This is an optimization exercise on Yosys and OpenROAD, whose aim is small area, a short achievable clock period and few clock cycles, not a production implementation. Where RTL was checked, it was by simulation tests only, not by an equivalence proof against the original. Function not checked in runs 5 and 6: the RTL went through the layout flow alone. No activity file was given, so power comes from the tool's default toggle rates.

==> design.v <==
module Top_lvl (clk,start,mem_addr,mem_data,MIN_WEIGHT,MIN_PATH_NODES,donee);
input clk,start;
output [17:0] mem_addr;
input [17:0] mem_data;
output [14:0] MIN_WEIGHT;
output [17:0] MIN_PATH_NODES;  
output donee;
localparam V0=3'd0, V1=3'd1, V2=3'd2, WK=3'd3, DN=3'd4, FIN=3'd5, WK2=3'd6;
reg [2:0] st;
reg [3:0] d;             
reg [17:0] x;            
reg [14:0] bud;          
reg pr;                  
reg dn;                  
reg [14:0] wmin;         
reg [17:0] best;         
reg [3:0] bd;            
reg [2:0] T;             
reg tv;                  
reg [17:0] S [1:7];      
reg [1:0]  R [1:7];      
reg [11:0] W1;
reg [12:0] W2;
reg [13:0] W3;
reg [14:0] W4, W5, W6;
reg [14:0] Wr;           
reg tv2;
reg [2:0] T2;
integer l;
always @* begin
  tv2 = 1'b0; T2 = 3'd1;
  for (l = 1; l <= 7; l = l + 1)
    if (l < T && R[l] != 2'd0) begin tv2 = 1'b1; T2 = l; end
end
wire [2:0] bdm1 = bd[2:0] - 3'd1;       
wire [17:0] sr = S[T];
wire [1:0] RT = R[T];
wire [17:0] nx1 = sr + 18'd1;           
wire [17:0] xk = x + {16'd0, st != WK2, st == V2 || st == WK2};    
wire [17:0] best1 = best + 18'd1;       
wire [11:0] w = mem_data[11:0];
wire [2:0] nc = mem_data[2:0];
wire prune = (bud[14:12] == 3'd0) && (w >= bud[11:0]);
wire gone = (bud[14:12] == 3'd0) && (w[11:8] > bud[11:8]);    
wire end1 = gone || d[3];               
wire end2 = pr || (nc == 3'd0);
wire v1 = (st == V1), v2 = (st == V2);
wire [14:0] bw = bud - {3'b000, w};     
wire [2:0] dm1 = d[2:0] - 3'd1;         
wire [2:0] wi = d[3] ? 3'd6 : dm1;      
always @* begin
  case (wi)
    3'd1: Wr = {3'b000, W1};
    3'd2: Wr = {2'b00, W2};
    3'd3: Wr = {1'b0, W3};
    3'd4: Wr = W4;
    3'd5: Wr = W5;
    default: Wr = W6;
  endcase
end
wire [14:0] wp = wmin - ((st == V0) ? Wr : v1 ? bw : bud);
wire fin = (v1 && end1) || (v2 && end2);    
wire leaf = fin && !(v1 ? prune : pr);      
wire over = (fin && !tv && !leaf) || (st == FIN);    
reg [17:0] addr;
always @* begin
  if (st == V0) addr = mem_data;
  else if (((v1 || v2) && !fin) || st == WK2) addr = xk;
  else addr = tv ? sr : best1;
end
assign mem_addr = start ? 18'd0 : addr;
assign MIN_WEIGHT = wmin;
assign donee = dn || (over && bd <= 4'd2);
assign MIN_PATH_NODES = (st != DN || d == 4'd1) ? 18'd0 : (d > bd) ? 18'h3FFFF : sr;
reg sw, rw, ww;
reg [2:0] si;
reg [17:0] sd;
reg [1:0] rd;
always @* begin
  sw = 1'b0; rw = 1'b0; ww = 1'b0; si = d[2:0]; sd = x + 18'd4; rd = nc[1:0] - 2'd1;
  if (v2 && !end2) begin sw = 1'b1; rw = 1'b1; ww = 1'b1; end
  if (fin && tv) begin sw = 1'b1; rw = 1'b1; si = T; sd = nx1; rd = RT - 2'd1; end
  if (over) begin sw = (bd >= 4'd2); si = bdm1; sd = best; end
  if (st == WK) begin sw = 1'b1; si = dm1; sd = mem_data; end
end
always @(posedge clk) begin
  if (sw) S[si] <= sd;
  if (rw) R[si] <= rd;
  if (ww) case (si)
    3'd1: W1 <= wp[11:0];
    3'd2: W2 <= wp[12:0];
    3'd3: W3 <= wp[13:0];
    3'd4: W4 <= wp;
    3'd5: W5 <= wp;
    3'd6: W6 <= wp;
    default: ;
  endcase
end
always @(posedge clk) begin
  if (start) begin
    st <= V1; d <= 4'd1; x <= 18'd0;
    bud <= 15'h7FFF; wmin <= 15'h7FFF; dn <= 1'b0; tv <= 1'b0;
  end else begin
    case (st)
      V0: begin
        x <= mem_data;
        if (!d[3]) bud <= wp;    
        st <= V1;
      end
      V1: begin
        if (!d[3]) bud <= bw;
        else if (!prune) bud <= {3'b000, w};
        pr <= prune;
        if (!end1) st <= V2;
      end
      V2: if (!end2) begin
        d <= d + 4'd1;
        st <= V0;
        if (nc[2:1] != 2'b00) begin T <= d[2:0]; tv <= 1'b1; end
      end
      WK: begin
        x <= mem_data;
        d <= d - 4'd1;
        st <= WK2;
        if (d == 4'd2) begin st <= DN; d <= 4'd2; T <= 3'd1; end
      end
      WK2: begin
        st <= WK;
        if (d == 4'd2) dn <= 1'b1;
      end
      DN: begin
        if (d <= 4'd8) d <= d + 4'd1;
        T <= T + 3'd1;
      end
      default: ;
    endcase
    if (leaf) begin wmin <= wp; best <= x; bd <= d; end
    if (fin) begin
      if (tv) begin
        d <= {1'b0, T} + 4'd1;
        st <= V0;
        if (RT == 2'd1) begin T <= T2; tv <= tv2; end
      end else if (leaf) st <= FIN;
    end
    if (over) begin
      d <= bd - 4'd1;
      if (bd >= 4'd3) begin
        st <= WK;
        if (bd == 4'd3) dn <= 1'b1;
      end else begin
        st <= DN; dn <= 1'b1; d <= 4'd2; T <= 3'd1;
      end
    end
  end
end
endmodule  
==> flow/run.sh <==
#!/bin/bash
# The standard layout (standard.sh: ORFS from the standard synthesis to the
# routed layout), with one change: the port buffers that global placement
# inserts are plain buffers (buf_4) instead of the resizer's default pick, a
# delay cell (clkdlybuf4s50_1). make's full output goes to standard.log; ORFS
# keeps each step's own log under orfs/logs/.
set -euo pipefail
export BUFFER_PORTS_ARGS="-buffer_cell sky130_fd_sc_hd__buf_4"
bash standard.sh > standard.log 2>&1
==> standard.sh <==
#!/bin/bash
# synth_recipe.tcl (not shown) runs the flow's synth.tcl, then flattens the netlist and writes it again
# the make line also repeats each setting of config.mk as NAME=value (left out here)
make -C /OpenROAD-flow-scripts/flow DESIGN_CONFIG=/design/flow/config.mk WORK_HOME=/design/flow/orfs CLKGATE_MAP_FILE= SYNTH_SCRIPT=/design/flow/synth_recipe.tcl "${@:-finish}"
==> config.mk <==
export PLATFORM = sky130hd
export DESIGN_NAME = Top_lvl
export DESIGN_NICKNAME = Top_lvl
export VERILOG_FILES = /design/flow/design.v
export SDC_FILE = /design/flow/constraint.sdc
export NUM_CORES = 4
export LEC_CHECK = 0
export CAP_MARGIN = 20
export CORE_MARGIN = 2
export CORE_UTILIZATION = 55
export CTS_CLUSTER_DIAMETER = 60
export CTS_CLUSTER_SIZE = 24
export PLACE_DENSITY = 0.7
export SETUP_SLACK_MARGIN = 2.75
export SLEW_MARGIN = 20
==> constraint.sdc <==
create_clock -name core_clock -period 7.5 [get_ports {clk}]
set_input_delay 1.5000 -clock core_clock [delete_from_list [all_inputs] [get_ports {clk}]]
set_output_delay 1.5000 -clock core_clock [all_outputs]
set_load 0.01 [all_outputs]
==> results of run 1 <==
==> flip-flops by register name, indices dropped and copies added, names as in the netlist, 4 cells and up, named ones only <==
name  cells
R        16
W6       15
x        18
best     18
d         4
bd        4
S       126
wmin     15
bud      15
W1       12
W2       13
W5       15
W4       15
W3       14
==> layout by cell type, fill, tap and decap left out, drive strengths merged, types with 9 or more instances in the layout <==
master / count
a2111oi: 9
a211oi: 43
a21oi: 137
a221oi: 12
a22o: 9
a31oi: 12
and2: 9
and3: 10
buf: 173
clkbuf: 27
dfxtp: 60
edfxtp: 252
ha: 57
inv: 69
mux2: 20
mux2i: 48
mux4: 16
nand2: 183
nand2b: 17
nand3: 33
nand4: 10
nor2: 128
nor2b: 16
nor3: 38
nor4: 11
o211ai: 38
o21a: 11
o21ai: 86
o22ai: 10
or3: 10
xnor2: 47
xor2: 35
==> report_power, final <==
group / leakage (nW) / total (mW) / internal (mW) / switching (mW)
clock network: 0.405 / 1.38 / 0.651 / 0.724
logic: 4.22 / 6.24 / 2.25 / 3.99
registers: 2.79 / 3.04 / 2.77 / 0.271
==> stage by stage <==
step | hold WS [ps] | cells
after floorplan | 406 | 1609
after CTS | 500 | 2105
after detailed placement | 489 | 2016
final | 516 | 2130
after global placement | 482 | 2014
after global routing | 536 | 2130
==> layer usage <==
metal  vias to the layer above  GRT usage, %  wire length [um]
met1                      6711          47.2             21700
met2                       820          46.5             22900
met3                       135          4.87              5610
met5                         -             0                12
li1                       6205             -                 -
met4                         2          8.42              1830
==> cell usage after synthesis (10+ instances only) <==
| cell | number | area share [%] |
|---|---|---|
| mux4_2 | 16 | 2.1 |
| o211ai_1 | 38 | 1.7 |
| nand4_1 | 10 | 0.37 |
| clkbuf_1 | 64 | 1.4 |
| and3_1 | 10 | 0.37 |
| mux2_2 | 20 | 1.3 |
| xnor2_1 | 47 | 2.4 |
| nand3_1 | 33 | 0.97 |
| nand2b_1 | 16 | 0.59 |
| a31oi_1 | 12 | 0.44 |
| nand2_1 | 183 | 4.0 |
| a21oi_1 | 137 | 4.0 |
| nor2b_1 | 16 | 0.59 |
| inv_1 | 60 | 1.3 |
| o21ai_0 | 82 | 2.4 |
| ha_1 | 57 | 4.2 |
| o21a_1 | 11 | 0.48 |
| o22ai_1 | 10 | 0.37 |
| dfxtp_1 | 60 | 7.0 |
| nor2_1 | 126 | 2.8 |
| edfxtp_1 | 252 | 44 |
| nor3_1 | 37 | 1.1 |
| a221oi_1 | 11 | 0.56 |
| a211oi_1 | 40 | 1.8 |
| xor2_1 | 35 | 1.8 |
| or3_1 | 10 | 0.37 |
| mux2i_1 | 48 | 2.8 |
==> logic make-up after synthesis <==
kind of cell	share of synthesized area [%]
flops	51.4
compound gates	16.7
simple gates	13.1
fa+ha+maj	4.53
xor+xnor	4.35
buf+inv	3.66
mux	6.25
==> cell type report <==
class / count / area share (%)
repair buffers: 173 / 6.95
multi-input cells: 1146 / 41.9
flip-flops and latches: 312 / 43.3
clock buffers: 27 / 3.02
clock inverters: 15 / 1.17
inverters: 61 / 1.28
well taps: 396 / 2.44
==> critical path, cell delays in order <==
cell and delay [ps]:
buf_12 90, inv_4 30, ha_4 300, a21oi_4 70
nor2b_4 140, a211oi_4 370, buf_6 170, nor2_4 40
o21ai_4 70, buf_12 180, o211ai_1 110, a311oi_2 290
buf_4 180
==> worst max-delay path by stage <==
stage,slack [ps],cells after the start,to
finish,2450,13,mem_addr[10]
global route,2390,11,donee
CTS,2500,12,donee
detailed placement,1970,11,S[1][16]
global placement,2050,11,S[3][14]
floorplan,2420,12,donee
==> repair_timing <==
item | in CTS | in global routing
buffers inserted | 45 | 24
pin swaps | 34 | 46
gates cloned | 2 | 0
gates resized for setup | 100 | 70
setup endpoints to repair | 226 | 109
==> impl_metrics.ini, run 1 <==
[outcome]
status = complete, no violations

[power_and_ir_drop]
power.density_nw_per_um2 = 526
p_leak_nw = 7.41
p_total_mw = 10.7
peakVddDrop_uv = 865

[routing]
avgRoutedWirePerCell_um = 24.5
wirelength_mm = 52.1
dr_total_vias = 13900
drtIter0Drc = 1867
ant_nets = 0
post_drt_via_cell_ratio = 6.51
drtPass1Iterations = 6
drc = 0

[clocking]
max-clock-path-buffers = 3
cts_hold_buf = 0
h-tree-depth = 1
root_buffer = clkbuf_16
clkSlewWorstSetupHoldPaths_ps = 80
cts_tree = yes
clkSinkCount = 312
numCtsBuffers = 24
insertion_delay_ps = 570

[global_route]
grt_pass1_wl_mm = 78.6
gr-total-overflow = 0
grt_pass1_vias = 13000
grt_usage_pct = 31.0
grt_antenna_before_repair = 1
grt_max_degree = 54

[critical_path]
cp-start-kind = primary input
arrival_ps = 3550
crit_start = mem_data[11]
worstReg2RegStart = d[0]
r2r-end = wmin[14]
cp-end-kind = primary output
path_class = primary input to primary output
ff2ff_setup_slack_ps = 2850
rr_worst_depth = 18
path_max_fanout = 13
crit_required_ps = 6000

[hold_path]
worstHoldEndpoint = x[1]
whs_path_depth = 2
hold_class = register to register
min_from = x[1]

[die]
start_util_pct = 55.8
rows = 64
fp.dieH_um = 180
design.core.area_um2 = 30600
dieArea_um2 = 32400
die_x_um = 180
io_pins = 72

[sta]
fin_crit_ps = 5050
drv_slew = 0
rsz0062_at_grt = yes
fmax_mhz = 198
maxSlewHeadroom_pct = 22.2
setup_viol = 0
fin_worst_skew_ps = 35.8
hold_viol = 0
tns_ps = 0
final.setup.worst_slack_ps = 2450
tightest_slew_ps = 1150
period_share_pct = 67.4

[placement]
dp_hpwl_mm = 35.9
io_buffers = 71
placed_cell_area_um2 = 18200
dp_worst_setup_slack_ps = 1970
place_congestion = 0.974

[finish]
drive_gt1_share_pct = 23.8
syn2layout_area_growth_pct = 18.9
multiInputGateArea_um2 = 8490
final_cell_area_um2 = 20300
seq_area_um2 = 8780
layout.nets = 1798
fillers = 2332
fin_util_pct = 66.3
antenna_cells = 0

[yosys]
synth_nets = 1689
synth-async-reset-ratio_pct = 0
synthFlopType = edfxtp_1
synthesis.area_um2 = 17100
synth_cell_type_count = 84
ys_seq_area_share_pct = 51.4
synth-seq-cells = 312
synth-edff-count = 252
avgSynthCellArea_um2 = 10.6
syn_inst = 1609
yosys_warnings = 1

[job]
drv_cap = 0
Testbench counts, summed over its fixed seeds: cycles 13,933.
==> run 2, diff against run 1 <==
--- a/config.mk
+++ b/config.mk
@@ -9,7 +9,7 @@
 export CORE_MARGIN = 2
-export CORE_UTILIZATION = 55
+export CORE_UTILIZATION = 60
 export CTS_CLUSTER_DIAMETER = 60
 export CTS_CLUSTER_SIZE = 24
-export PLACE_DENSITY = 0.7
-export SETUP_SLACK_MARGIN = 2.75
+export PLACE_DENSITY = 0.75
+export SETUP_SLACK_MARGIN = 2.5
 export SLEW_MARGIN = 20
==> run 2 against run 1 <==
  * Final cell count shrank 1.4%
  * Highest routed layer is now met4
  * Register-to-register slack got worse by 280 ps
  * Cell area fell by 2.2%
  * Global-route usage grew 1.1 points
  * Setup slack worse by 120 ps
  * Critical endpoint is now mem_addr[0]
  * Power decreased by 3.7%
  * Worst hold slack got worse by 21 ps
==> impl_metrics.ini, run 2 <==
[power_and_ir_drop]
power.density_nw_per_um2 = 518
p_leak_nw = 7.33
p_sw_mw = 4.69
power.internal_mw = 5.57
p_total_mw = 10.3
combPwrFrac_pct = 57.0
sw_frac_of_total_pct = 45.7
clkPwrFrac_pct = 13.2
seqPwrFrac_pct = 29.8
peakVddDrop_uv = 1040

[die]
fp.dieH_um = 173
rows = 61
start_util_pct = 61.2
io_pins = 72
dieArea_um2 = 29800
design.core.area_um2 = 27900
die_x_um = 173

[critical_path]
rr_worst_depth = 19
path_class = primary input to primary output
path_max_fanout = 6
crit_required_ps = 6000
worstReg2RegStart = d[1]
cp-end-kind = primary output
r2r-end = wmin[14]
ff2ff_setup_slack_ps = 2570
cp-start-kind = primary input
arrival_ps = 3680

[sta]
fin_crit_ps = 5180
finalHoldWorstSlack_ps = 496
rsz0062_at_grt = yes
fmax_mhz = 193
maxSlewHeadroom_pct = 24.0
hold_viol = 0
period_share_pct = 69.0
tns_ps = 0
tightest_slew_ps = 1140
fin_worst_skew_ps = 15.7
drv_slew = 0
setup_viol = 0

[finish]
drive_gt1_share_pct = 19.7
syn2layout_area_growth_pct = 16.3
largest_register_ffs = 126
most-common-layout-cells = 252 x edfxtp_1, 178 x nand2_1, 141 x buf_4
layout.nets = 1785
largestRegisters = S: 126 flops, best: 18 flops, x: 18 flops
fin_util_pct = 71.2
regMostFlops = S
fillers = 2045
final_cells = 2100
antenna_cells = 0
layout_commonest_cell = edfxtp_1

[hold_path]
whs_path_depth = 2
hold_class = register to register
min_from = wmin[7]
worstHoldEndpoint = wmin[7]

[global_route]
grt_pass1_vias = 13100
grt_max_degree = 54
gr-total-overflow = 0
grt_pass1_wl_mm = 74.8
grt_usage_pct = 32.1
grt_antenna_before_repair = 0

[yosys]
synth-seq-cells = 312
ys_seq_area_share_pct = 51.4
yosysTopAreaCell = edfxtp_1
ys_top_cells_by_count = 252 x edfxtp_1, 183 x nand2_1, 137 x a21oi_1
synth_area_leaders = edfxtp_1 44%, dfxtp_1 7.0%, ha_1 4.2%, nand2_1 4.0%, a21oi_1 4.0%
synth_cell_type_count = 84
synth-edff-count = 252
synth-async-reset-ratio_pct = 0
avgSynthCellArea_um2 = 10.6
synthFlopType = edfxtp_1
yosys_warnings = 1
yosys.cell_count.top_type = edfxtp_1
synthesis.area_um2 = 17100
synth.top_cell.area_share_pct = 44.3
synth_nets = 1689
syn_inst = 1609

[clocking]
clkSlewWorstSetupHoldPaths_ps = 60
numCtsBuffers = 25
root_buffer = clkbuf_16
h-tree-depth = 1
max-clock-path-buffers = 3
clkSinkCount = 312
cts_tree = yes
insertion_delay_ps = 560

[placement]
io_buffers = 71
place_inst = 2000
dp_hpwl_mm = 33.7
place_congestion = 0.925

[routing]
avgRoutedWirePerCell_um = 23.5
drtPass1Iterations = 5
drtIter0Drc = 1585
post_drt_via_cell_ratio = 6.55
ant_nets = 0
drc = 0
wirelength_mm = 49.4
dr_total_vias = 13800

[job]
drv_cap = 0

[outcome]
status = complete, no violations
[run 2: cell counts after synthesis]
Identical to the previous run, type by type.
[run 2: worst max path at each step]
stage	startpoint	to	slack, ps	cells after the start
after floorplan	mem_data[0]	donee	2250	12
after global placement	mem_data[11]	mem_addr[3]	1530	13
after detailed placement	mem_data[11]	mem_addr[3]	1470	13
after CTS	mem_data[11]	mem_addr[3]	2420	15
after global routing	d[1]	wmin[14]	2240	19
final	mem_data[11]	mem_addr[0]	2320	13
[run 2: per-layer routing]
layer / global-route usage [%] / wire length (um)
met2: 54.4 / 23800
met5: 0 / 0
met1: 40.3 / 18700
met3: 5.26 / 4180
met4: 15.6 / 2640
[run 2: cell type report]
| cell class | instances | area (um2) | area share, % |
|---|---|---|---|
| clock buffer | 27 | 643 | 3.24 |
| clock inverter | 17 | 198 | 0.997 |
| inverter | 61 | 245 | 1.24 |
| multi-input combinational | 1147 | 8200 | 41.4 |
| sequential | 312 | 8770 | 44.2 |
| tap | 378 | 473 | 2.38 |
| timing repair buffer | 158 | 1300 | 6.55 |
[run 2: what timing repair did]
| action | in CTS | in global routing |
|---|---|---|
| setup buffers | 40 | 15 |
| gates cloned | 1 | 0 |
| endpoints found under the hold margin | 0 | 0 |
| pin swaps | 29 | 22 |
| gates resized for setup | 97 | 32 |
| hold buffers | 0 | 0 |
| setup endpoints to repair | 166 | 101 |
[run 2: kinds of logic after synthesis]
group / Yosys count / synth area share (%)
and+or+nand+nor: 483 / 13.1
adders and majority gates: 60 / 4.53
DFF: 312 / 51.4
buffers and inverters: 151 / 3.66
muxes: 84 / 6.25
xor gates and xnor gates: 83 / 4.35
AOI/OAI and AO/OA: 436 / 16.7
[run 2: worst max-delay path, stage by stage]
cell      delay (ps)
buf_12            90
inv_8             30
ha_4             290
a21oi_4           70
nor2b_4          140
a211oi_4         330
buf_4            180
nor3_4            40
buf_12           150
a211oi_1         320
a211oi_2          90
a211oi_4         260
buf_4            170
[run 2: per-stage QoR]
stage | worst slack (ps) | instance area (um2)
5_1_grt | 2240 | 19800
4_1_cts | 2420 | 19600
3_3_place_gp | 1530 | 18000
6_report | 2320 | 19800
2_1_floorplan | 2250 | 17100
3_5_place_dp | 1470 | 18000
[run 2: power by group through the flow]
stage	Combinational (mW)	Clock [mW]	Sequential, mW
after floorplan	3.45	0	2.93
after global placement	4.88	0	3.07
after detailed placement	4.99	0	3.08
after CTS	5.36	1.36	3.05
after global routing	6.21	1.43	3.09
final	5.85	1.36	3.06
==> run 3, diff against run 2 <==
--- a/config.mk
+++ b/config.mk
@@ -9,6 +9,6 @@
 export CORE_MARGIN = 2
-export CORE_UTILIZATION = 60
-export CTS_CLUSTER_DIAMETER = 60
-export CTS_CLUSTER_SIZE = 24
-export PLACE_DENSITY = 0.75
+export CORE_UTILIZATION = 55
+export CTS_CLUSTER_DIAMETER = 50
+export CTS_CLUSTER_SIZE = 32
+export PLACE_DENSITY = 0.7
 export SETUP_SLACK_MARGIN = 2.5
==> run 3 against run 2 <==
  * Still clean
  * Critical path depth is the same
  * Synthesized cell count is the same
  * Critical endpoint is now mem_addr[2]
  * Register-to-register slack gained 190 ps
  * Fmax grew 1.0%
  * Combinational power shrank 3%
  * Wire length grew 1.4%
  * Flip-flop and latch count is the same
==> impl_metrics.ini, run 3 <==
[hold_path]
whs_path_depth = 2
hold_class = register to register
worstHoldEndpoint = wmin[2]
min_from = wmin[2]

[yosys]
syn_inst = 1609
yosys.cell_count.top_type = edfxtp_1
synthesis.area_um2 = 17100
synth-seq-cells = 312
ys_top_cells_by_count = 252 x edfxtp_1, 183 x nand2_1, 137 x a21oi_1
synth_cell_type_count = 84
ys_seq_area_share_pct = 51.4
yosys_warnings = 1
synthFlopType = edfxtp_1
synth_nets = 1689
synth.top_cell.area_share_pct = 44.3
synth-async-reset-ratio_pct = 0
yosysTopAreaCell = edfxtp_1
synth_area_leaders = edfxtp_1 44%, dfxtp_1 7.0%, ha_1 4.2%, nand2_1 4.0%, a21oi_1 4.0%
synth-edff-count = 252
avgSynthCellArea_um2 = 10.6

[critical_path]
ff2ff_setup_slack_ps = 2760
cp-start-kind = primary input
arrival_ps = 3620
r2r-end = W5[13]
crit_required_ps = 6000
worst_path_max_delay_cell = a211oi_2
path_max_fanout = 6
cp_slowest_stage_delay_ps = 320
path_class = primary input to primary output
rr_worst_depth = 18
cp_cell_sequence = buf_12, inv_4, ha_4, nand2_1, o21bai_4, a211oi_4, buf_6, nor3_4, buf_6, a211oi_4, a211oi_2, a211oi_2, buf_4
cp-end-kind = primary output
worstReg2RegStart = d[1]

[finish]
largest_register_ffs = 126
layout.nets = 1789
drive_gt1_share_pct = 21.1
largestRegisters = S: 126 flops, best: 18 flops, x: 18 flops
most-common-layout-cells = 252 x edfxtp_1, 183 x nand2_1, 140 x buf_4
layout_commonest_cell = edfxtp_1
syn2layout_area_growth_pct = 17.9
multiInputGateArea_um2 = 8190
seq_area_um2 = 8780
regMostFlops = S
antenna_cells = 0
fillers = 2350

[sta]
tightest_slew_ps = 1040
setup_viol = 0
fin_worst_skew_ps = 19.4
fin_crit_ps = 5120
fmax_mhz = 195
rsz0062_at_grt = yes
final.setup.worst_slack_ps = 2380
maxSlewHeadroom_pct = 30.2
tns_ps = 0
period_share_pct = 68.3
hold_viol = 0
drv_slew = 0

[placement]
io_buffers = 71
dp_worst_setup_slack_ps = 1430
place_congestion = 0.995
dp_hpwl_mm = 33.8

[clocking]
clkSinkCount = 312
max-clock-path-buffers = 3
root_buffer = clkbuf_16
cts_hold_buf = 0
clkSlewWorstSetupHoldPaths_ps = 80
insertion_delay_ps = 580
cts_tree = yes
numCtsBuffers = 30
h-tree-depth = 1

[routing]
drc = 0
drt-met1-wl_mm = 20.4
top_layer = met5
ant_nets = 0
wl_met3_mm = 3.73
avgRoutedWirePerCell_um = 23.5
dr_wl_met2_mm = 23.8
wirelength_mm = 50.1
post_drt_via_cell_ratio = 6.39
dr_total_vias = 13600
drtPass1Iterations = 7
drtIter0Drc = 1692

[power_and_ir_drop]
peakVddDrop_uv = 1010
power.density_nw_per_um2 = 518
p_leak_nw = 7.44

[outcome]
status = complete, no violations

[global_route]
gr-total-overflow = 0
grt_pass1_vias = 13200
grt_pass1_wl_mm = 77.2
grt_usage_pct = 30.3
grt_antenna_before_repair = 1
grt_max_degree = 54

[die]
design.core.area_um2 = 30600
die_x_um = 180
fp.dieH_um = 180
dieArea_um2 = 32400
start_util_pct = 55.8
rows = 64
io_pins = 72

[job]
drv_cap = 0
==> run 3: repair_timing <==
item	4_1_cts	5_1_grt
pin swaps	36	22
cloned	3	0
setup buffers	30	15
setup endpoints to repair	70	52
resized for setup	96	37
==> run 3: worst max path at each step <==
| stage | from | endpoint | slack [ps] | cells after the start |
|---|---|---|---|---|
| after floorplan | mem_data[0] | donee | 2250 | 12 |
| after global placement | mem_data[10] | donee | 1630 | 11 |
| after detailed placement | mem_data[0] | S[5][14] | 1430 | 12 |
| after CTS | d[1] | W5[13] | 2400 | 18 |
| after global routing | mem_data[10] | mem_addr[11] | 2320 | 15 |
| final | mem_data[10] | mem_addr[2] | 2380 | 13 |
==> run 3: kinds of logic after synthesis <==
logic type	after synthesis	synth area share [%]
XOR/XNOR	83	4.35
AND/OR/NAND/NOR	483	13.1
AO/OA/AOI/OAI	436	16.7
buffers and inverters	151	3.66
adder cells (fa/ha/maj)	60	4.53
flip-flops	312	51.4
multiplexers	84	6.25
==> run 3: critical path: cells and delay by family <==
family | cells | cell delay [ps]
AND/OR/NAND/NOR | 2 | 140
buffers and inverters | 5 | 640
AO/OA/AOI/OAI | 5 | 1060
adder cells (fa/ha/maj) | 1 | 270
==> run 3: layout make-up <==
| type | count | area share, % |
|---|---|---|
| multi-input cells | 1147 | 40.7 |
| clock buffers | 32 | 3.88 |
| clock inverters | 24 | 1.65 |
| flip-flops and latches | 312 | 43.7 |
| well taps | 396 | 2.46 |
| inverters | 61 | 1.21 |
| repair buffers | 157 | 6.41 |
==> run 3: power breakdown <==
part           switching [mW]  internal, mW  total, mW
sequential              0.284          2.77       3.06
clock                   0.794         0.862       1.66
combinational            3.69          2.01       5.70
==> run 3: metrics by stage <==
step	instance area, um2	instances	utilization (%)	hold slack [ps]	power, mW
floorplan	17100	1609	-	406	6.38
global placement	18100	2025	59.0	478	8.05
detailed placement	18100	2025	59.0	491	8.17
CTS	19800	2114	64.9	503	10.1
global route	20100	2129	65.7	532	10.9
finish	20100	2129	65.7	502	10.4
==> run 3: routing by layer <==
layer,global-route usage (%),vias up
met4,11.5,2
met5,0,-
met3,3.66,113
li1,-,6198
met1,40.8,6653
met2,50.6,648
==> run 4, diff against run 3 <==
--- a/config.mk
+++ b/config.mk
@@ -10,4 +10,4 @@
 export CORE_UTILIZATION = 55
-export CTS_CLUSTER_DIAMETER = 50
-export CTS_CLUSTER_SIZE = 32
+export CTS_CLUSTER_DIAMETER = 45
+export CTS_CLUSTER_SIZE = 40
 export PLACE_DENSITY = 0.7
==> run 4 against run 3 <==
  * Sequential power about the same
  * Power up 2.9%
  * Flip-flop and latch count unchanged
==> impl_metrics.ini, run 4 <==
[yosys]
yosys.cell_count.top_type = edfxtp_1
ys_seq_area_share_pct = 51.4
yosys_warnings = 1
ys_top_cells_by_count = 252 x edfxtp_1, 183 x nand2_1, 137 x a21oi_1
yosysTopAreaCell = edfxtp_1
synth-edff-count = 252
synth_area_leaders = edfxtp_1 44%, dfxtp_1 7.0%, ha_1 4.2%, nand2_1 4.0%, a21oi_1 4.0%
synth_nets = 1689
synthesis.area_um2 = 17100
synthFlopType = edfxtp_1
syn_inst = 1609
avgSynthCellArea_um2 = 10.6
synth_cell_type_count = 84
synth-seq-cells = 312
synth.top_cell.area_share_pct = 44.3
synth-async-reset-ratio_pct = 0

[die]
start_util_pct = 55.8
die_x_um = 180
io_pins = 72
design.core.area_um2 = 30600
rows = 64
dieArea_um2 = 32400
fp.dieH_um = 180

[finish]
final_cells = 2131
antenna_cells = 0
layout.nets = 1785
fillers = 2343
largestRegisters = S: 126 flops, best: 18 flops, x: 18 flops
largest_register_ffs = 126
syn2layout_area_growth_pct = 19.2
regMostFlops = S
most-common-layout-cells = 252 x edfxtp_1, 181 x nand2_1, 128 x buf_4
layout_commonest_cell = edfxtp_1
drive_gt1_share_pct = 21.3

[critical_path]
path_max_fanout = 7
cp-end-kind = primary output
path_class = primary input to primary output
cp-start-kind = primary input
arrival_ps = 3660
crit_required_ps = 6000

[sta]
fmax_mhz = 194
tightest_slew_ps = 1070
rsz0062_at_grt = yes
setup_viol = 0
period_share_pct = 68.8
fin_worst_skew_ps = 26.5
maxSlewHeadroom_pct = 27.0
drv_slew = 0
fin_crit_ps = 5160
hold_viol = 0
tns_ps = 0

[global_route]
grt_antenna_before_repair = 1
grt_pass1_wl_mm = 77.2
grt_pass1_vias = 13200
grt_usage_pct = 30.5
grt_max_degree = 54
gr-total-overflow = 0

[placement]
dp_hpwl_mm = 33.8
io_buffers = 71
place_inst = 2025
place_congestion = 0.995

[power_and_ir_drop]
power.internal_mw = 5.88
peakVddDrop_uv = 957
p_leak_nw = 7.54
p_sw_mw = 4.84
sw_frac_of_total_pct = 45.1
power.density_nw_per_um2 = 527
seqPwrFrac_pct = 28.5
combPwrFrac_pct = 53.1
clkPwrFrac_pct = 18.4

[routing]
ant_nets = 0
drtIter0Drc = 1625
post_drt_via_cell_ratio = 6.37
drtPass1Iterations = 5
drc = 0
avgRoutedWirePerCell_um = 23.6
wirelength_mm = 50.3
dr_total_vias = 13600

[clocking]
root_buffer = clkbuf_16
insertion_delay_ps = 550
clkSinkCount = 312
numCtsBuffers = 39
h-tree-depth = 2
clkSlewWorstSetupHoldPaths_ps = 60
max-clock-path-buffers = 3
cts_tree = yes

[outcome]
status = complete, no violations

[hold_path]
hold_class = register to register

[job]
drv_cap = 0
-- run 4: cell counts after synthesis --
No cell type changed its count.
-- run 4: layer usage --
layer | up-vias | share of wire (%) | global-route usage (%)
met2 | 691 | 47 | 50.2
met3 | 140 | 8.0 | 4.89
met5 | - | 0.026 | 0
li1 | 6185 | - | -
met4 | 2 | 4.8 | 12.8
met1 | 6553 | 40 | 40.4
-- run 4: area by class of cell --
class	instances	area, um2	share of cell area (%)
flip-flops and latches	312	8780	43.1
clock buffers	41	1010	4.99
multi-input cells	1147	8220	40.4
inverters	61	244	1.20
repair buffers	144	1200	5.91
well taps	396	495	2.44
clock inverters	30	394	1.94
-- run 4: power groups by stage --
| stage | registers [mW] | logic, mW | clock network [mW] |
|---|---|---|---|
| finish | 3.06 | 5.69 | 1.97 |
| global route | 3.09 | 6.10 | 2.06 |
| CTS | 3.05 | 5.41 | 1.98 |
| detailed placement | 3.07 | 5.10 | 0 |
| global placement | 3.06 | 4.99 | 0 |
| floorplan | 2.93 | 3.45 | 0 |
-- run 4: worst paths after layout --
kind                    start     endpoint  slack (ps)  cells past startpoint
setup / recovery  mem_data[0]  mem_addr[1]        2340                     15
hold / removal        wmin[2]      wmin[2]         500                      2
setup reg to reg         d[1]     wmin[14]        2740                     18
hold reg to reg       wmin[2]      wmin[2]         500                      2
-- run 4: logic make-up (layout without fill, tap and decap cells) --
group	count (synthesis)	in the layout	share of synthesized area, %
compound gates	436	437	16.7
xor+xnor	83	83	4.35
fa+ha+maj	60	60	4.53
buf+inv	151	276	3.66
flops	312	312	51.4
mux	84	84	6.25
simple gates	483	483	13.1
-- run 4: what timing repair did --
item	in CTS	in global routing
resized for setup	99	45
gates cloned	3	1
pin swaps	32	37
setup buffers	24	7
endpoints found under the setup margin	63	48
hold buffers	0	0
-- run 4: per-stage QoR --
step                      utilization, %  worst slack (ps)  instance area (um2)  hold slack, ps  power, mW
after floorplan                        -              2250                17100             406       6.38
after global placement              59.0              1630                18100             478       8.05
after detailed placement            59.0              1430                18100             491       8.17
after CTS                           65.6              2360                20100             501       10.4
after global routing                66.5              2300                20300             530       11.2
final                               66.5              2340                20300             498       10.7
-- run 4: worst max-delay path: stages --
cell        delay, ps
buf_8              90
clkinvlp_4        110
buf_6             130
buf_6             120
ha_4              150
nor2b_4           130
nor2_4            140
nor3_4             80
buf_6             150
nor2_4            210
o21ai_4           170
nor2_2            150
nor3_2             50
a211oi_2          300
buf_4             190
==> run 5, diff against run 4 <==
--- a/design.v
+++ b/design.v
@@ -43,3 +43,3 @@
 wire prune = (bud[14:12] == 3'd0) && (w >= bud[11:0]);
-wire gone = (bud[14:12] == 3'd0) && (w[11:8] > bud[11:8]);    
+wire gone = (bud[14:12] == 3'd0) && (w[11:9] > bud[11:9]);    
 wire end1 = gone || d[3];               
--- a/config.mk
+++ b/config.mk
@@ -10,4 +10,4 @@
 export CORE_UTILIZATION = 55
-export CTS_CLUSTER_DIAMETER = 45
-export CTS_CLUSTER_SIZE = 40
+export CTS_CLUSTER_DIAMETER = 60
+export CTS_CLUSTER_SIZE = 24
 export PLACE_DENSITY = 0.7
==> run 5 against run 4 <==
  * Non-clock buffer count decreased by 4
  * Core utilization decreased by 1.7 points
  * Wire length increased by 3.9%
  * Fmax increased by 2.4%
  * Count of clock-buffer cells in the layout decreased by 14
  * Via count increased by 5.5%
  * Synthesized area increased by 4.0%
  * First-iteration DRC count increased by 8.2%
  * Critical endpoint is now donee
  * Highest routed layer is now met4
==> impl_metrics.ini, run 5 <==
[routing]
drtIter0Drc = 1759
avgRoutedWirePerCell_um = 24.2
dr_total_vias = 14300
ant_nets = 0
drtPass1Iterations = 6
post_drt_via_cell_ratio = 6.63
drc = 0
wirelength_mm = 52.2

[global_route]
grt_pass1_vias = 13700
grt_antenna_before_repair = 0
top_usage_layer = met2
grt_max_degree = 43
grt_usage_pct = 30.7
gr-total-overflow = 0
use_met2_pct = 52.1
gr-usage-met1_pct = 39.9
grt_use_met3_pct = 3.88
grt_pass1_wl_mm = 79.6

[yosys]
synth.top_cell.area_share_pct = 42.6
synth_cell_type_count = 84
synth-seq-cells = 312
synthFlopType = edfxtp_1
synth-edff-count = 252
yosysTopAreaCell = edfxtp_1
synth_nets = 1754
yosys_warnings = 1
avgSynthCellArea_um2 = 10.6
synth_area_leaders = edfxtp_1 43%, dfxtp_1 6.8%, mux2i_1 5.1%, ha_1 4.1%, a21oi_1 3.5%
ys_seq_area_share_pct = 49.4
synth-async-reset-ratio_pct = 0
syn_inst = 1673
ys_top_cells_by_count = 252 x edfxtp_1, 160 x nand2_1, 125 x a21oi_1
synthesis.area_um2 = 17700
yosys.cell_count.top_type = edfxtp_1

[critical_path]
arrival_ps = 3540
cp_cell_sequence = buf_12, clkinv_4, ha_4, buf_6, nand4_1, nor2_1, o2111ai_2, a221o_2, nand2_8, nand3_4, o21bai_4, buf_6
cp.depth = 12
rr_worst_depth = 18
cp_slowest_stage_delay_ps = 460
worst_path_max_delay_cell = a221o_2
cp-start-kind = primary input
path_max_fanout = 4
crit_family = compound AO/OA/AOI/OAI gates
path_class = primary input to primary output
cp-end-kind = primary output
crit_required_ps = 6000
cp_num_buf_inv = 4
cpMostUsedCell = buf_6

[clocking]
cts_hold_buf = 0
h-tree-depth = 1
insertion_delay_ps = 570
clkSinkCount = 312
max-clock-path-buffers = 3
root_buffer = clkbuf_16
cts_tree = yes
clkSlewWorstSetupHoldPaths_ps = 70
numCtsBuffers = 25

[die]
rows = 65
io_pins = 72
design.core.area_um2 = 31600
fp.dieH_um = 184
dieArea_um2 = 33700
die_x_um = 184
start_util_pct = 56.1

[sta]
tns_ps = 0
hold_viol = 0
fmax_mhz = 198
fin_crit_ps = 5040
setup_viol = 0
rsz0062_at_grt = yes
tightest_slew_ps = 1090
drv_slew = 0
fin_worst_skew_ps = 22.0
maxSlewHeadroom_pct = 27.4
finalHoldWorstSlack_ps = 500
period_share_pct = 67.2

[power_and_ir_drop]
p_leak_nw = 7.64
power.density_nw_per_um2 = 529
combPwrFrac_pct = 58.4
peakVddDrop_uv = 766
power.internal_mw = 5.77
clkPwrFrac_pct = 13.1
p_sw_mw = 5.07
seqPwrFrac_pct = 28.4
sw_frac_of_total_pct = 46.8

[placement]
io_buffers = 71
dp_hpwl_mm = 36.3
place_congestion = 0.980

[hold_path]
hold_class = register to register
whs_path_depth = 2

[finish]
fillers = 2467
drive_gt1_share_pct = 18.2
syn2layout_area_growth_pct = 15.6
largest_register_ffs = 126
regMostFlops = S
most-common-layout-cells = 252 x edfxtp_1, 155 x nand2_1, 125 x buf_4
antenna_cells = 0
layout_commonest_cell = edfxtp_1
layout.nets = 1819
largestRegisters = S: 126 flops, best: 18 flops, x: 18 flops

[outcome]
status = complete, no violations

[job]
drv_cap = 0
## run 5: cell types whose count changed after synthesis, sizes merged, moves of 12 or more
cell	previous run	this run
o22ai	10	23
nor4	11	33
mux2i	48	90
nand3	33	56
a211oi	43	25
nand2	183	160
a21oi	137	125
nor2	128	113
## run 5: cell type report
cell class / instances / area (um2) / area share, %
Multi-Input combinational cell: 1191 / 8900 / 43.4
Timing Repair Buffer: 140 / 1190 / 5.79
Clock inverter: 19 / 253 / 1.23
Clock buffer: 27 / 633 / 3.09
Inverter: 68 / 263 / 1.28
Tap cell: 402 / 503 / 2.45
Sequential cell: 312 / 8780 / 42.8
## run 5: metal layers
layer	vias to the layer above	share of wire, %
met3	138	7.9
met5	-	0
li1	6489	-
met2	740	48
met4	0	4.4
met1	6950	40
## run 5: cells by family after synthesis
family,synth area share (%)
simple gates,13.0
compound gates,16.8
flops,49.4
buf+inv,3.95
mux,8.76
xor+xnor,3.58
fa+ha+maj,4.43
## run 5: worst reg2reg max path, cell delays in order (launching register included)
cell and delay (ps):
dfxtp_2 450, inv_1 120, ha_1 250, xor2_1 370
nand2_2 300, o22ai_1 320, a221o_1 180, o211ai_1 80
o21ai_0 110, ha_1 210, inv_1 60, fa_1 420
a211oi_1 410, o21bai_1 130, a21oi_1 240, o21bai_1 150
xnor2_2 320, a21oi_1 130, a221o_1 330
## run 5: power by group through the flow
stage	registers, mW	logic [mW]	clock network (mW)
floorplan	2.98	3.83	0
global placement	3.11	5.54	0
detailed placement	3.12	5.62	0
CTS	3.08	6.01	1.43
global route	3.12	6.75	1.50
finish	3.08	6.34	1.42
## run 5: per-stage QoR
| step | total power, mW | instance area (um2) | worst slack [ps] | cells | utilization [%] |
|---|---|---|---|---|---|
| after floorplan | 6.81 | 17800 | 1820 | 1673 | - |
| after global placement | 8.64 | 18800 | 1510 | 2082 | 59.5 |
| after detailed placement | 8.74 | 18800 | 1460 | 2082 | 59.5 |
| after CTS | 10.5 | 20200 | 2440 | 2150 | 63.9 |
| after global routing | 11.4 | 20500 | 2420 | 2159 | 64.9 |
| final | 10.8 | 20500 | 2460 | 2159 | 64.9 |
## run 5: repair_timing
| action | CTS | global route |
|---|---|---|
| gates resized for setup | 55 | 49 |
| endpoints found under the setup margin | 88 | 83 |
| buffers inserted | 20 | 7 |
| cloned | 2 | 0 |
| pin swaps | 24 | 39 |
## run 5: worst paths after layout
kind | startpoint | end | slack [ps]
max | mem_data[10] | donee | 2460
min | wmin[4] | wmin[4] | 500
max reg2reg | d[1] | bud[8] | 2810
min reg2reg | wmin[4] | wmin[4] | 500
==> run 6, diff against run 5 <==
--- a/design.v
+++ b/design.v
@@ -43,3 +43,3 @@
 wire prune = (bud[14:12] == 3'd0) && (w >= bud[11:0]);
-wire gone = (bud[14:12] == 3'd0) && (w[11:9] > bud[11:9]);    
+wire gone = (bud[14:12] == 3'd0) && (w[11:8] > bud[11:8]);    
 wire end1 = gone || d[3];               
@@ -64,9 +64,6 @@
 wire over = (fin && !tv && !leaf) || (st == FIN);    
-reg [17:0] addr;
-always @* begin
-  if (st == V0) addr = mem_data;
-  else if (((v1 || v2) && !fin) || st == WK2) addr = xk;
-  else addr = tv ? sr : best1;
-end
-assign mem_addr = start ? 18'd0 : addr;
+wire v0 = (st == V0) || start;
+wire [17:0] ra = v0 ? (mem_data & {18{!start}}) : (tv ? sr : best1);    
+wire [17:0] rb = v0 ? (mem_data & {18{!start}}) : xk;                   
+assign mem_addr = ((((v1 || v2) && !fin) || st == WK2) && !v0) ? rb : ra;
 assign MIN_WEIGHT = wmin;
==> run 6 against run 5 <==
  * Synthesized area down 3.4%
  * Global-route usage up 0.066 points
  * Setup slack worse by 92 ps
  * Fmax down 1.8%
  * Critical path depth unchanged
  * First-iteration DRC count down 6.7%
  * Core utilization up 0.60 points
  * Critical path type unchanged
  * Clock skew about the same
  * Cell area down 2.2%
  * Count of clock-buffer cells in the layout unchanged
  * Non-clock buffer count up 18
==> impl_metrics.ini, run 6 <==
[placement]
place_congestion = 1.01
placed_cell_area_um2 = 18200
place_inst = 2013
dp_worst_setup_slack_ps = 1690
dp_hpwl_mm = 34.8
io_buffers = 71

[critical_path]
r2r-end = W5[14]
crit_start = mem_data[11]
path_class = primary input to primary output
endpoint = mem_addr[2]
arrival_ps = 3630
cp-start-kind = primary input
path_max_fanout = 7
cp_cell_sequence = buf_12, inv_6, ha_4, nand4_1, nand2_1, a21o_1, a21oi_4, nor2_4, a211oi_2, a211oi_2, a211oi_2, buf_4
worstReg2RegStart = d[1]
cp_slowest_stage_delay_ps = 350
ff2ff_setup_slack_ps = 2750
cpMostUsedCell = a211oi_2
crit_required_ps = 6000
rr_worst_depth = 18
cp-end-kind = primary output
worst_path_max_delay_cell = a211oi_2

[yosys]
synth-async-reset-ratio_pct = 0
ys_top_cells_by_count = 252 x edfxtp_1, 166 x nand2_1, 140 x a21oi_1
yosys_warnings = 1
synthFlopType = edfxtp_1
syn_inst = 1602
ys_seq_area_share_pct = 51.1
yosysTopAreaCell = edfxtp_1
synth_cell_type_count = 81
avgSynthCellArea_um2 = 10.7
synth_area_leaders = edfxtp_1 44%, dfxtp_1 7.0%, ha_1 4.2%, a21oi_1 4.1%, mux2i_1 3.7%
synth-seq-cells = 312
synthesis.area_um2 = 17200
synth-edff-count = 252
yosys.cell_count.top_type = edfxtp_1
synth.top_cell.area_share_pct = 44.1
synth_nets = 1682

[clocking]
insertion_delay_ps = 550
h-tree-depth = 1
numCtsBuffers = 25
cts_tree = yes
max-clock-path-buffers = 3
root_buffer = clkbuf_16
clkSinkCount = 312
cts_hold_buf = 0
clkSlewWorstSetupHoldPaths_ps = 70

[finish]
final_cell_area_um2 = 20100
regMostFlops = S
syn2layout_area_growth_pct = 17.0
layout_commonest_cell = edfxtp_1
fin_util_pct = 65.4
layout.nets = 1774
largestRegisters = S: 126 flops, best: 18 flops, x: 18 flops
final_cells = 2108
drive_gt1_share_pct = 19.8
antenna_cells = 0
largest_register_ffs = 126
most-common-layout-cells = 252 x edfxtp_1, 165 x nand2_1, 145 x buf_4

[sta]
rsz0062_at_grt = yes
hold_viol = 0
setup_viol = 0
tns_ps = 0
tightest_slew_ps = 1080
maxSlewHeadroom_pct = 27.2
fin_crit_ps = 5130
finalHoldWorstSlack_ps = 526
final.setup.worst_slack_ps = 2370
fmax_mhz = 195
fin_worst_skew_ps = 22.1
drv_slew = 0
period_share_pct = 68.4

[power_and_ir_drop]
p_leak_nw = 7.39
power.density_nw_per_um2 = 532
peakVddDrop_uv = 642
p_total_mw = 10.7

[die]
die_x_um = 181
rows = 64
io_pins = 72
fp.dieH_um = 181
dieArea_um2 = 32600
design.core.area_um2 = 30700
start_util_pct = 55.9

[global_route]
grt_pass1_wl_mm = 78.0
grt_max_degree = 57
grt_usage_pct = 30.8
grt_pass1_vias = 13100
grt_antenna_before_repair = 0
gr-total-overflow = 0

[outcome]
status = complete, no violations

[routing]
post_drt_via_cell_ratio = 6.54
drc = 0
wirelength_mm = 51.2
drtPass1Iterations = 6
ant_nets = 0
avgRoutedWirePerCell_um = 24.3
dr_total_vias = 13800
drtIter0Drc = 1642

[job]
drv_cap = 0

[hold_path]
hold_class = register to register
-- run 6: changes by cell type in the layout (fill, tap and decap cells not counted), sizes merged, moves of 15 or more --
cell / previous run / this run
nand3: 56 / 29
mux2i: 90 / 64
nor4: 33 / 9
buf: 139 / 157
a21oi: 125 / 140
nor3: 32 / 47
o211ai: 33 / 48
o22ai: 23 / 8
-- run 6: what timing repair did --
item,4_1_cts,5_1_grt
endpoints found under the setup margin,85,286
resized for setup,75,53
pin swaps,24,36
endpoints found under the hold margin,0,0
buffers inserted,20,26
cloned,3,1
-- run 6: per-layer routing --
metal	vias to the layer above	wire length, um	global-route usage, %
li1	6183	-	-
met1	6746	20900	42.9
met2	721	23900	49.4
met3	137	4490	4.73
met4	0	1870	10.5
met5	-	0	0
-- run 6: cells by family after synthesis --
group | count (synthesis) | share of synthesized area [%]
AO/OA/AOI/OAI | 441 | 16.9
XOR/XNOR | 82 | 4.19
adder cells (fa/ha/maj) | 60 | 4.51
buffers and inverters | 161 | 3.74
flip-flops | 312 | 51.1
multiplexers | 104 | 7.54
AND/OR/NAND/NOR | 442 | 12.0
-- run 6: critical path: cells and delay by family --
kind | cells | cell delay (ps)
compound gates | 5 | 1130
fa+ha+maj | 1 | 270
buf+inv | 3 | 340
simple gates | 3 | 370
-- run 6: final cells by class --
type / instances / area (um2)
clock inverter: 18 / 265
fill: 2323 / 10600
timing repair buffer: 158 / 1300
inverter: 65 / 259
tap: 396 / 495
multi-input combinational: 1132 / 8320
clock buffer: 27 / 654
sequential: 312 / 8770
-- run 6: power by group --
part / internal (mW) / total, mW / switching [mW]
clock: 0.699 / 1.44 / 0.739
sequential: 2.84 / 3.16 / 0.323
combinational: 2.26 / 6.08 / 3.82
-- run 6: how the worst min path moves through the flow --
stage,start,depth (start not counted),to,slack [ps]
2_1_floorplan,x[10],0,best[10],410
3_3_place_gp,bud[0],2,bud[0],490
3_5_place_dp,x[17],2,x[17],500
4_1_cts,x[0],2,x[0],520
5_1_grt,x[0],0,best[0],530
6_report,wmin[12],2,wmin[12],530
==> run 7, diff against run 6 <==
--- a/design.v
+++ b/design.v
@@ -64,6 +64,9 @@
 wire over = (fin && !tv && !leaf) || (st == FIN);    
-wire v0 = (st == V0) || start;
-wire [17:0] ra = v0 ? (mem_data & {18{!start}}) : (tv ? sr : best1);    
-wire [17:0] rb = v0 ? (mem_data & {18{!start}}) : xk;                   
-assign mem_addr = ((((v1 || v2) && !fin) || st == WK2) && !v0) ? rb : ra;
+reg [17:0] addr;
+always @* begin
+  if (st == V0) addr = mem_data;
+  else if (((v1 || v2) && !fin) || st == WK2) addr = xk;
+  else addr = tv ? nx1 : best1;
+end
+assign mem_addr = start ? 18'd0 : addr;
 assign MIN_WEIGHT = wmin;
@@ -76,3 +79,3 @@
 always @* begin
-  sw = 1'b0; rw = 1'b0; ww = 1'b0; si = d[2:0]; sd = x + 18'd4; rd = nc[1:0] - 2'd1;
+  sw = 1'b0; rw = 1'b0; ww = 1'b0; si = d[2:0]; sd = xk; rd = nc[1:0] - 2'd1;
   if (v2 && !end2) begin sw = 1'b1; rw = 1'b1; ww = 1'b1; end
==> flow/run.sh (replaced) <==
#!/bin/bash
# The standard layout (standard.sh: ORFS from the standard synthesis to the
# routed layout), with one change: the port buffers that global placement
# inserts are plain buffers (buf_2) instead of the resizer's default pick, a
# delay cell (clkdlybuf4s50_1). make's full output goes to standard.log; ORFS
# keeps each step's own log under orfs/logs/.
set -euo pipefail
export BUFFER_PORTS_ARGS="-buffer_cell sky130_fd_sc_hd__buf_2"
bash standard.sh > standard.log 2>&1
--- a/config.mk
+++ b/config.mk
@@ -13,3 +13,3 @@
 export PLACE_DENSITY = 0.7
-export SETUP_SLACK_MARGIN = 2.5
+export SETUP_SLACK_MARGIN = 2.25
 export SLEW_MARGIN = 20
==> run 7 against run 6 <==
  * Global-route usage decreased by 0.86 points
  * Largest cell class unchanged
  * Synthesized area is 2.0% lower
  * Register-to-register slack worse by 150 ps
  * Synthesized cell count shrank 4.7%
  * First-iteration DRC count is 21% lower
==> impl_metrics.ini, run 7 <==
[yosys]
synthFlopType = edfxtp_1
synth-compound-area-share_pct = 15.9
muxShareOfSynthArea_pct = 7.77
synth_top_family_by_area = compound AO/OA/AOI/OAI gates
synthSimpleGateAreaFrac_pct = 12.1
synth_area_leaders = edfxtp_1 45%, dfxtp_1 7.1%, mux2i_1 4.3%, ha_1 4.2%, a21oi_1 3.8%
synth.top_cell.area_share_pct = 45.0
yosys.cell_count.top_type = edfxtp_1
synth-edff-count = 252
yosys.area_share.xor_xnor_pct = 3.80
avgSynthCellArea_um2 = 11.0
yosys_warnings = 1
synthesis.area_um2 = 16800
synthAdderAreaFrac_pct = 4.53
ys_top_cells_by_count = 252 x edfxtp_1, 144 x nand2_1, 141 x nor2_1
synth_nets = 1605
synth-async-reset-ratio_pct = 0
ys_seq_area_share_pct = 52.2
synth-seq-cells = 312
synth_cell_type_count = 85
yosysTopAreaCell = edfxtp_1
syn_inst = 1526

[global_route]
grt_pass1_wl_mm = 72.6
grt_antenna_before_repair = 0
grt_usage_pct = 29.9
grt_pass1_vias = 12300
grt_max_degree = 46
gr-total-overflow = 0

[hold_path]
hold_class = register to register

[finish]
fin_util_pct = 63.7
final_cell_area_um2 = 19300
antenna_cells = 0
fillers = 2357
final_cells = 2020
layout.nets = 1683
syn2layout_area_growth_pct = 15.0
most-common-layout-cells = 252 x edfxtp_1, 142 x nand2_1, 131 x nor2_1
largest_register_ffs = 126
largestRegisters = S: 126 flops, best: 18 flops, x: 18 flops
drive_gt1_share_pct = 19.1
regMostFlops = S
layout_commonest_cell = edfxtp_1

[placement]
place_congestion = 0.938
placed_cell_area_um2 = 17600
io_buffers = 71
dp_hpwl_mm = 32.6
place_inst = 1944
dp_worst_setup_slack_ps = 1650

[die]
io_pins = 72
rows = 64
start_util_pct = 55.4
fp.dieH_um = 179
design.core.area_um2 = 30300
dieArea_um2 = 32000
die_x_um = 179

[sta]
fin_worst_skew_ps = 20.3
setup_viol = 0
rsz0062_at_grt = yes
hold_viol = 0
tightest_slew_ps = 1060
maxSlewHeadroom_pct = 29.5
final.setup.worst_slack_ps = 2290
period_share_pct = 69.4
fin_crit_ps = 5210
drv_slew = 0
fmax_mhz = 192
tns_ps = 0

[routing]
drc = 0
drtPass1Iterations = 6
drtIter0Drc = 1294
post_drt_via_cell_ratio = 6.46
wirelength_mm = 48.3
avgRoutedWirePerCell_um = 23.9
dr_total_vias = 13000
ant_nets = 0

[clocking]
root_buffer = clkbuf_16
cts_tree = yes
numCtsBuffers = 27
cts_hold_buf = 0
h-tree-depth = 1
max-clock-path-buffers = 3
clkSinkCount = 312
clkSlewWorstSetupHoldPaths_ps = 70
insertion_delay_ps = 590

[outcome]
status = complete, no violations

[critical_path]
path_class = primary input to primary output
arrival_ps = 3710
cp-end-kind = primary output
path_max_fanout = 11
cp-start-kind = primary input
crit_required_ps = 6000

[power_and_ir_drop]
p_leak_nw = 7.30
power.density_nw_per_um2 = 528
peakVddDrop_uv = 557

[job]
drv_cap = 0
## run 7: cell types whose count changed in the layout (fill, tap and decap cells not counted), sizes merged, moves of 14 or more
cell    previous run  this run
buf              157       132
mux2              22         8
nand2            166       144
nor2             101       142
nor3              47        31
o211ai            48        29
o21ai             73        54
xnor2             52        38
## run 7: path summary, 6_finish.rpt
check	to	slack (ps)	startpoint	cells past startpoint
worst max-delay path	mem_addr[13]	2290	mem_data[0]	12
worst min-delay path	x[17]	490	x[17]	2
worst max register to register	bud[6]	2600	d[1]	20
worst min register to register	x[17]	490	x[17]	2
## run 7: cell families after synthesis
| group | count (synthesis) |
|---|---|
| fa+ha+maj | 59 |
| simple gates | 437 |
| compound gates | 393 |
| flops | 312 |
| buf+inv | 150 |
| xor+xnor | 73 |
| mux | 102 |
## run 7: final cells by class
cell class                      instances  area [um2]  area share (%)
Clock inverter                         22         377            1.95
Clock buffer                           27         676            3.49
Inverter                               63         244            1.26
Sequential cell                       312        8790            45.4
Multi-Input combinational cell       1064        7840            40.5
Timing Repair Buffer                  136         920            4.76
Tap cell                              396         495            2.56
## run 7: worst max-delay path, cell delays in order
cell and delay (ps):
buf_2 180, inv_2 110, ha_1 250, nor2b_4 150
o211ai_1 250, buf_4 210, o21a_4 220, buf_4 150
nor3_1 50, a2111oi_2 380, nor2_1 90, buf_2 150
## run 7: repair_timing
| item | 4_1_cts | 5_1_grt |
|---|---|---|
| gates cloned | 2 | 1 |
| pin swaps | 12 | 13 |
| buffers inserted | 12 | 12 |
| endpoints found under the setup margin | 19 | 62 |
| gates resized for setup | 60 | 43 |
## run 7: metal layers
layer | part of all wire [%] | track usage [%] | wire, um | vias to the layer above
li1 | - | - | - | 5905
met1 | 41 | 41.8 | 19800 | 6400
met2 | 47 | 48.4 | 22900 | 637
met3 | 8.9 | 4.77 | 4290 | 104
met4 | 2.7 | 8.50 | 1320 | 0
met5 | 0 | 0 | 0 | -
## run 7: metrics by stage
step                hold slack [ps]  power (mW)
floorplan                       435        6.53
global placement                455        7.98
detailed placement              455        8.10
CTS                             483        9.90
global route                    500        10.7
finish                          489        10.2
## run 7: power by group
part	internal [mW]	total (mW)	switching [mW]
Clock	0.818	1.63	0.808
Sequential	2.84	3.12	0.287
Combinational	1.89	5.45	3.56
Total	5.55	10.2	4.66
Testbench counts of run 7, summed over its fixed seeds: cycles 13,933.

-- re-timing with driven ports --
In the flow no input, the clock included, has a driving cell. The finished layouts below were timed again as built, in two steps. Step 1 (the two cells are an assumption about what drives the block):
set clk [get_ports {clk}]
set_driving_cell -lib_cell sky130_fd_sc_hd__clkbuf_16 $clk
set_driving_cell -lib_cell sky130_fd_sc_hd__buf_2 [delete_from_list [all_inputs] $clk]
Step 2 moves the port delays by t, midway between the first and last clock arrival at a register: inputs arrive t later, outputs are due t later. That takes back most of the time a late clock gives input paths. Three values: ideal ports, drivers, drivers and shift; two values: the first two.
run	t, ns	setup WS [ns]	worst setup path at the end
run 1	0.601	2.446 / 2.381 / 1.899	input to register
run 2	0.610	2.324 / 2.258 / 1.907	input to register
run 3	0.622	2.376 / 2.306 / 1.972	input to register
run 4	0.587	2.336 / 2.280 / 1.979	input to register
run 5	0.610	2.460 / 2.395 / 2.056	input to register
run 6	0.597	2.368 / 2.292 / 1.882	input to register
run 7	0.633	2.294 / 2.260 / 1.928	input to register
After both steps setup and hold are still met in every run listed. For run 1, which loses most, drivers alone change the setup slack by -0.065 ns; drivers and shift together by -0.547 ns.
